From an optimization exercise on the open Yosys and OpenROAD flow, aimed at small area and a short achievable clock period; shortcuts taken in it are not production practice. Only simulation tests tie the RTL to the original design; equivalence was not proved. No activity file was given, so power comes from the tool's default toggle rates.

[flow/run.sh]
#!/bin/bash
# synth_recipe.tcl (not shown) runs the flow's synth.tcl, then flattens the netlist and writes it again
# the make line also repeats each setting of config.mk as NAME=value (left out here)
make -C /OpenROAD-flow-scripts/flow DESIGN_CONFIG=/design/flow/config.mk WORK_HOME=/design/flow/orfs CLKGATE_MAP_FILE= SYNTH_SCRIPT=/design/flow/synth_recipe.tcl finish
[flow/constraint.sdc]
create_clock -name core_clock -period 6.0 [get_ports {clk}]
set_input_delay 1.2000 -clock core_clock [delete_from_list [all_inputs] [get_ports {clk}]]
set_output_delay 1.2000 -clock core_clock [all_outputs]
set_load 0.01 [all_outputs]
[flow/design.v]
module MIPS (
    input  clk,
    input  rst_n,
    input  in_valid,
    input  [31:0] instruction,
    input  [19:0] output_reg,
    output reg          out_valid,
    output reg  [31:0]  out_1,
    output reg  [31:0]  out_2,
    output reg  [31:0]  out_3,
    output reg  [31:0]  out_4,
    output reg          instruction_fail
);
wire  [5:0]  Opcode;
wire  [4:0]  rs, rt, rd_w;
wire  [15:0] immd_w;
wire         Format_w;           
reg          legal;
reg          rs_legal, rt_legal, rd_legal;
wire         legalAddress;
wire         instruction_fail_w;
reg  [31:0]  instrn_reg;
reg  [19:0]  output_reg_1, output_reg_2, output_reg_3;
reg          out_valid_1, out_valid_2, out_valid_3;
reg          instruction_fail_1, instruction_fail_2;
reg  [31:0]  rf0, rf1, rf2, rf3, rf4, rf5;
reg  [31:0]  rf0_n, rf1_n, rf2_n, rf3_n, rf4_n, rf5_n;
reg  [31:0]  x_rs, x_rt;
reg  [31:0]  alu_result;
always @(posedge clk or negedge rst_n) begin
    if (!rst_n) begin
        instrn_reg    <= 32'd0;
        output_reg_1  <= 20'd0;
        out_valid_1   <= 1'b0;
    end else begin
        instrn_reg    <= (in_valid) ? instruction  : 32'd0;
        output_reg_1  <= (in_valid) ? output_reg   : 20'd0;
        out_valid_1   <=  in_valid;
    end
end
assign Opcode     = instrn_reg[31:26];
assign rs         = instrn_reg[25:21];
assign rt         = instrn_reg[20:16];
assign rd_w       = (Format_w) ? instrn_reg[15:11] : rt;  
assign immd_w     = instrn_reg[15:0];
assign Format_w   = ~Opcode[3];                         
always @* begin
    if (Opcode == 6'b000000) begin
        case (instrn_reg[5:0])
            6'b100000, 6'b100100, 6'b100101,
            6'b100111, 6'b000000, 6'b000010: legal = 1'b1;
            default :                         legal = 1'b0;
        endcase
    end
    else if (Opcode == 6'b001000) begin
        legal = 1'b1;         
    end
    else begin
        legal = 1'b0;
    end
end
always @* begin
    case (rs_q)
        5'b10001: x_rs = rf5;
        5'b10010: x_rs = rf4;
        5'b01000: x_rs = rf3;
        5'b10111: x_rs = rf2;
        5'b11111: x_rs = rf1;
        5'b10000: x_rs = rf0;
        default : x_rs = 32'd0;
    endcase
    case (rt_q)
        5'b10001: x_rt = rf5;
        5'b10010: x_rt = rf4;
        5'b01000: x_rt = rf3;
        5'b10111: x_rt = rf2;
        5'b11111: x_rt = rf1;
        5'b10000: x_rt = rf0;
        default : x_rt = 32'd0;
    endcase
end
always @* begin
    case (rs)
        5'b10001,5'b10010,5'b01000,5'b10111,5'b11111,5'b10000: rs_legal = 1'b1;
        default:                                              rs_legal = 1'b0;
    endcase
    case (rt)
        5'b10001,5'b10010,5'b01000,5'b10111,5'b11111,5'b10000: rt_legal = 1'b1;
        default:                                              rt_legal = 1'b0;
    endcase
    case (rd_w)
        5'b10001,5'b10010,5'b01000,5'b10111,5'b11111,5'b10000: rd_legal = 1'b1;
        default:                                              rd_legal = 1'b0;
    endcase
end
assign legalAddress        = rs_legal & rt_legal & rd_legal;
assign instruction_fail_w  = (out_valid_1) ? ~(legal & legalAddress) : 1'b0;
reg  [4:0] rd;
reg  [4:0] rs_q, rt_q;
reg  [15:0] immd;
reg         Format;
always @(posedge clk or negedge rst_n) begin
    if (!rst_n) begin
        output_reg_2      <= 20'd0;
        out_valid_2       <= 1'b0;
        instruction_fail_1<= 1'b0;
        rd                <= 5'd0;
        rs_q              <= 5'd0;
        rt_q              <= 5'd0;
        immd              <= 16'd0;
        Format            <= 1'b0;
    end else begin
        output_reg_2      <= output_reg_1;
        out_valid_2       <= out_valid_1;
        instruction_fail_1<= instruction_fail_w;
        rd                <= rd_w;
        rs_q              <= rs;
        rt_q              <= rt;
        immd              <= immd_w;
        Format            <= Format_w;
    end
end
always @* begin
    if (!Format) begin               
        alu_result = x_rs + {{16{immd[15]}}, immd};  
    end else begin                   
        case (immd[5:0])             
            6'b100000: alu_result = x_rs + x_rt;                
            6'b100100: alu_result = x_rs & x_rt;                
            6'b100101: alu_result = x_rs | x_rt;                
            6'b100111: alu_result = ~(x_rs | x_rt);             
            6'b000000: alu_result = x_rt << immd[10:6];         
            6'b000010: alu_result = x_rt >> immd[10:6];         
            default  : alu_result = 32'd0;
        endcase
    end
end
always @* begin
    {rf5_n, rf4_n, rf3_n, rf2_n, rf1_n, rf0_n} =
        {rf5,  rf4,  rf3,  rf2,  rf1,  rf0};       
    if (!instruction_fail_1) begin
        case (rd)
            5'b10001: rf5_n = alu_result;
            5'b10010: rf4_n = alu_result;
            5'b01000: rf3_n = alu_result;
            5'b10111: rf2_n = alu_result;
            5'b11111: rf1_n = alu_result;
            5'b10000: rf0_n = alu_result;
        endcase
    end
end
always @(posedge clk or negedge rst_n) begin
    if (!rst_n) begin
        {rf5, rf4, rf3, rf2, rf1, rf0} <= 192'd0;
        output_reg_3      <= 20'd0;
        out_valid_3       <= 1'b0;
        instruction_fail_2<= 1'b0;
    end else begin
        {rf5, rf4, rf3, rf2, rf1, rf0} <=
            {rf5_n, rf4_n, rf3_n, rf2_n, rf1_n, rf0_n};
        output_reg_3      <= output_reg_2;
        out_valid_3       <= out_valid_2;
        instruction_fail_2<= instruction_fail_1;
    end
end
always @* begin
    if (instruction_fail_2) begin
        {out_1, out_2, out_3, out_4} = 128'd0;
    end else begin
        {out_1, out_2, out_3, out_4} = 128'd0;
        case (output_reg_3[19:15])    
            5'b10001: out_4 = rf5;
            5'b10010: out_4 = rf4;
            5'b01000: out_4 = rf3;
            5'b10111: out_4 = rf2;
            5'b11111: out_4 = rf1;
            5'b10000: out_4 = rf0;
        endcase
        case (output_reg_3[14:10])    
            5'b10001: out_3 = rf5;
            5'b10010: out_3 = rf4;
            5'b01000: out_3 = rf3;
            5'b10111: out_3 = rf2;
            5'b11111: out_3 = rf1;
            5'b10000: out_3 = rf0;
        endcase
        case (output_reg_3[9:5])      
            5'b10001: out_2 = rf5;
            5'b10010: out_2 = rf4;
            5'b01000: out_2 = rf3;
            5'b10111: out_2 = rf2;
            5'b11111: out_2 = rf1;
            5'b10000: out_2 = rf0;
        endcase
        case (output_reg_3[4:0])      
            5'b10001: out_1 = rf5;
            5'b10010: out_1 = rf4;
            5'b01000: out_1 = rf3;
            5'b10111: out_1 = rf2;
            5'b11111: out_1 = rf1;
            5'b10000: out_1 = rf0;
        endcase
    end
end
always @* begin
    out_valid        = out_valid_3;
    instruction_fail = instruction_fail_2;
end
endmodule
[flow/config.mk]
export PLATFORM = sky130hd
export DESIGN_NAME = MIPS
export DESIGN_NICKNAME = MIPS
export VERILOG_FILES = /design/flow/design.v
export SDC_FILE = /design/flow/constraint.sdc
export NUM_CORES = 4
export LEC_CHECK = 0
export CAP_MARGIN = 20
export CORE_MARGIN = 2
export CORE_UTILIZATION = 40
export SLEW_MARGIN = 20
==> results_dict.tcl <==
set metrics [dict create \
    utilization_pct 47.7 \
    min_path_type "flip-flop to flip-flop" \
    syn-num-nets 3306 \
    fin_crit_sh_pct 97.2 \
    placed_area_mm2 0.0308 \
    max-cap-violations 0 \
    r2r_end "rf3[31]" \
    end_kind "flip-flop" \
    synthCells 3154 \
    status "finished clean" \
    die-area_mm2 0.0703 \
    die_h_um 265 \
    core_area_mm2 0.0674 \
    setup-tns-final_ns 0 \
    holdPathEnd "output_reg_3[7]" \
    min_path_cells 0 \
    cts_tree "built" \
    crit_arrival_ns 6.25 \
    drcViolationCount 0 \
    grt_pass1_wl_um 229000 \
    max_slew_margin_pct 25.1 \
    yosys_warnings 1 \
    ff2ff_setup_slack_ns 0.17 \
    fill_cells 6481 \
    clock-skew-final_ns 0.0360 \
    worst_setup_path_start_kind "flip-flop" \
    start_util_pct 40.5 \
    ys_seq_area_share_pct 29.4 \
    r2r_start "rt_q[3]" \
    htreeDepth 2 \
    setup_viol 0 \
    antenna_found_initial 4 \
    layout_commonest_cell "a22oi_1" \
    cts_buffers 39 \
    rsz0062_at_grt "false" \
    hold_buffers 0 \
    netlist_area_mm2 0.0273 \
    design_area_mm2 0.0322 \
    clkLatencyLatePin_ns 0.58 \
    final_hold_viol_count 0 \
    grt_usage_pct 44.9 \
    detail-route-antenna-nets 0 \
    final_nets 3447 \
    worst_slew_pin_slew_ns 1.12 \
    fmax_mhz 171 \
    routed_wl_um 162000 \
    die_width_um 265 \
    syn_to_final_growth_pct 17.9 \
    rows 95 \
    hold_slack_ns 0.347 \
    wl_per_cell_um 38.6 \
    cts_setup_buffers 0 \
    async_reset_ff_share_pct 100 \
    vias_per_cell 7.53 \
    ctsResizeCount 0 \
    worstPathMaxFanout 15 \
    gr-total-overflow 0 \
    clock-sinks 321 \
    min_from "output_reg_2[7]" \
    critPathKind "flip-flop to flip-flop" \
    powerDensity_mw_per_mm2 188 \
    ys_ff_latch 321 \
    grt_max_degree 134 \
    drtIter0Drc 6846 \
    mostFrequentLayoutCells "a22oi_1 (341), dfrtp_1 (314), nand2_1 (258)" \
    p_leak_nw 12.4 \
    post-route-min-period_ns 5.83 \
    peakVddDrop_uv 239 \
    r2r.worst_path.cells 18 \
    synth.distinct_cells 97 \
    clk_path_buf_depth 3 \
    place_congestion 1.06 \
    worstPathRequired_ns 6.41 \
    port_buffers 184 \
    ys.flop_type "dfrtp_1" \
    drv_slew 0 \
    pin_count 185 \
    vias 31600 \
    drtPass1Iterations 14 \
    first_global_vias 30100 \
    place_hpwl_um 117000 \
    root_buffer "clkbuf_16" \
    drive_above_1_share_pct 15.9 \
    synth_edf_count 0 \
    synth_area_per_cell_um2 8.65 \
    cts.clk_slew.worst_paths_ns 0.07 \
]
-- routing by layer --
layer / track usage (%) / part of all wire [%]
met3: 13.9 / 14
met1: 58.7 / 37
met4: 22.3 / 6.5
met2: 67.1 / 42
met5: 0 / 0.017
-- cell usage after synthesis, drive strengths merged, types with 8 or more instances --
master	n	area share, %
a22oi	343	9.5
dfrtp	321	29
nand2	261	3.6
clkbuf	226	3.1
nor2	223	3.1
a21oi	173	3.2
o21ai	170	3.1
mux2	150	6.2
a31oi	107	2.5
ha	95	4.4
inv	91	1.3
a222oi	83	3.0
mux2i	70	2.6
nand3	66	1.3
and2	65	1.5
nor3	56	1.1
xnor2	55	1.8
a221o	46	1.7
buf	42	0.88
mux4	42	3.5
o22ai	35	0.83
a211oi	31	0.87
a21o	23	0.63
or2	23	0.53
xor2	22	0.71
nor4	21	0.48
nand4	19	0.44
o211ai	19	0.52
a221oi	16	0.51
nor2b	16	0.37
a211o	15	0.48
a22o	15	0.48
and3	15	0.34
o21a	15	0.41
o31ai	15	0.43
nand2b	13	0.30
o21bai	13	0.36
o32ai	12	0.39
o2111ai	11	0.35
o221ai	10	0.32
o311ai	10	0.32
a2111oi	8	0.26
-- area by class of cell --
| type | count | area [µm²] | area share (%) |
|---|---|---|---|
| clock inverter | 19 | 290 | 0.903 |
| timing repair buffer | 368 | 3320 | 10.3 |
| antenna | 1 | 2.50 | 0.00778 |
| multi-input combinational | 2473 | 18000 | 55.9 |
| clock buffer | 52 | 1090 | 3.40 |
| inverter | 92 | 345 | 1.07 |
| sequential | 321 | 8040 | 25.0 |
| tap | 873 | 1090 | 3.40 |
-- critical path: stages (launching register included) --
cell       delay (ns)
dfrtp_1          0.49
buf_4            0.25
or4b_1           0.52
nor2_4           0.32
buf_4            0.31
a22o_1           0.18
a211o_1          0.24
ha_1             0.31
and3_1           0.28
and3_1           0.21
nand3_1          0.38
a211o_1          0.44
a2111oi_0        0.58
o32a_1           0.35
xnor2_1          0.14
o2111a_1         0.21
a2bb2oi_1        0.18
buf_4            0.20
o21ai_1          0.08
-- per-stage QoR --
step | std cells | power [mW] | setup WS (ns)
after floorplan | 3154 | 2.93 | 1.28
after global placement | 4127 | 3.43 | 0.519
after detailed placement | 4127 | 3.44 | 0.481
after CTS | 4198 | 6.00 | 0.431
after global routing | 4198 | 6.18 | 0.0324
final | 4199 | 6.04 | 0.168
-- power by group --
part	internal (mW)	switching, mW
logic	0.321	0.654
clock network	1.55	1.02
registers	2.26	0.223
-- cells by family (layout without fill, tap and decap cells) --
kind of cell | Yosys count | in the layout | share of synthesized area [%]
adders and majority gates | 97 | 97 | 4.50
buffers and inverters | 360 | 531 | 5.26
xor gates and xnor gates | 77 | 77 | 2.47
and+or+nand+nor | 817 | 817 | 14.2
DFF | 321 | 321 | 29.4
muxes | 262 | 262 | 12.2
AOI/OAI and AO/OA | 1220 | 1220 | 31.9
other | 0 | 1 | 0
-- worst max-delay path by stage --
stage | start | endpoint | slack [ns] | depth (start not counted)
after floorplan | rt_q[0] | rf5[18] | 1.28 | 21
after global placement | rt_q[3] | rf2[31] | 0.52 | 19
after detailed placement | rt_q[3] | rf3[31] | 0.48 | 19
after CTS | rt_q[3] | rf3[31] | 0.43 | 19
after global routing | rt_q[0] | rf2[31] | 0.03 | 17
final | rt_q[3] | rf3[31] | 0.17 | 18

[port drivers added, routing unchanged]
In the flow no input, the clock included, has a driving cell. The finished layout below was timed again as built, in two steps.
Step 1 assumes that a clkbuf_16 drives the clock port and a buf_2 every other input.
Step 2 also shifts input and output timing later by t, the mid clock arrival at the registers, as if the neighbouring blocks saw the same clock.
Slacks: no drivers / after step 1 / after step 2; pairs: no drivers / after step 1.
shift t [ns]: 0.635
setup WS [ns]: 0.168 / 0.168 / 0.168
worst setup path at the end: register to register
After both steps this run still meets setup and hold. For this run, drivers alone change the setup slack by 0.000 ns; drivers and shift together by 0.000 ns.
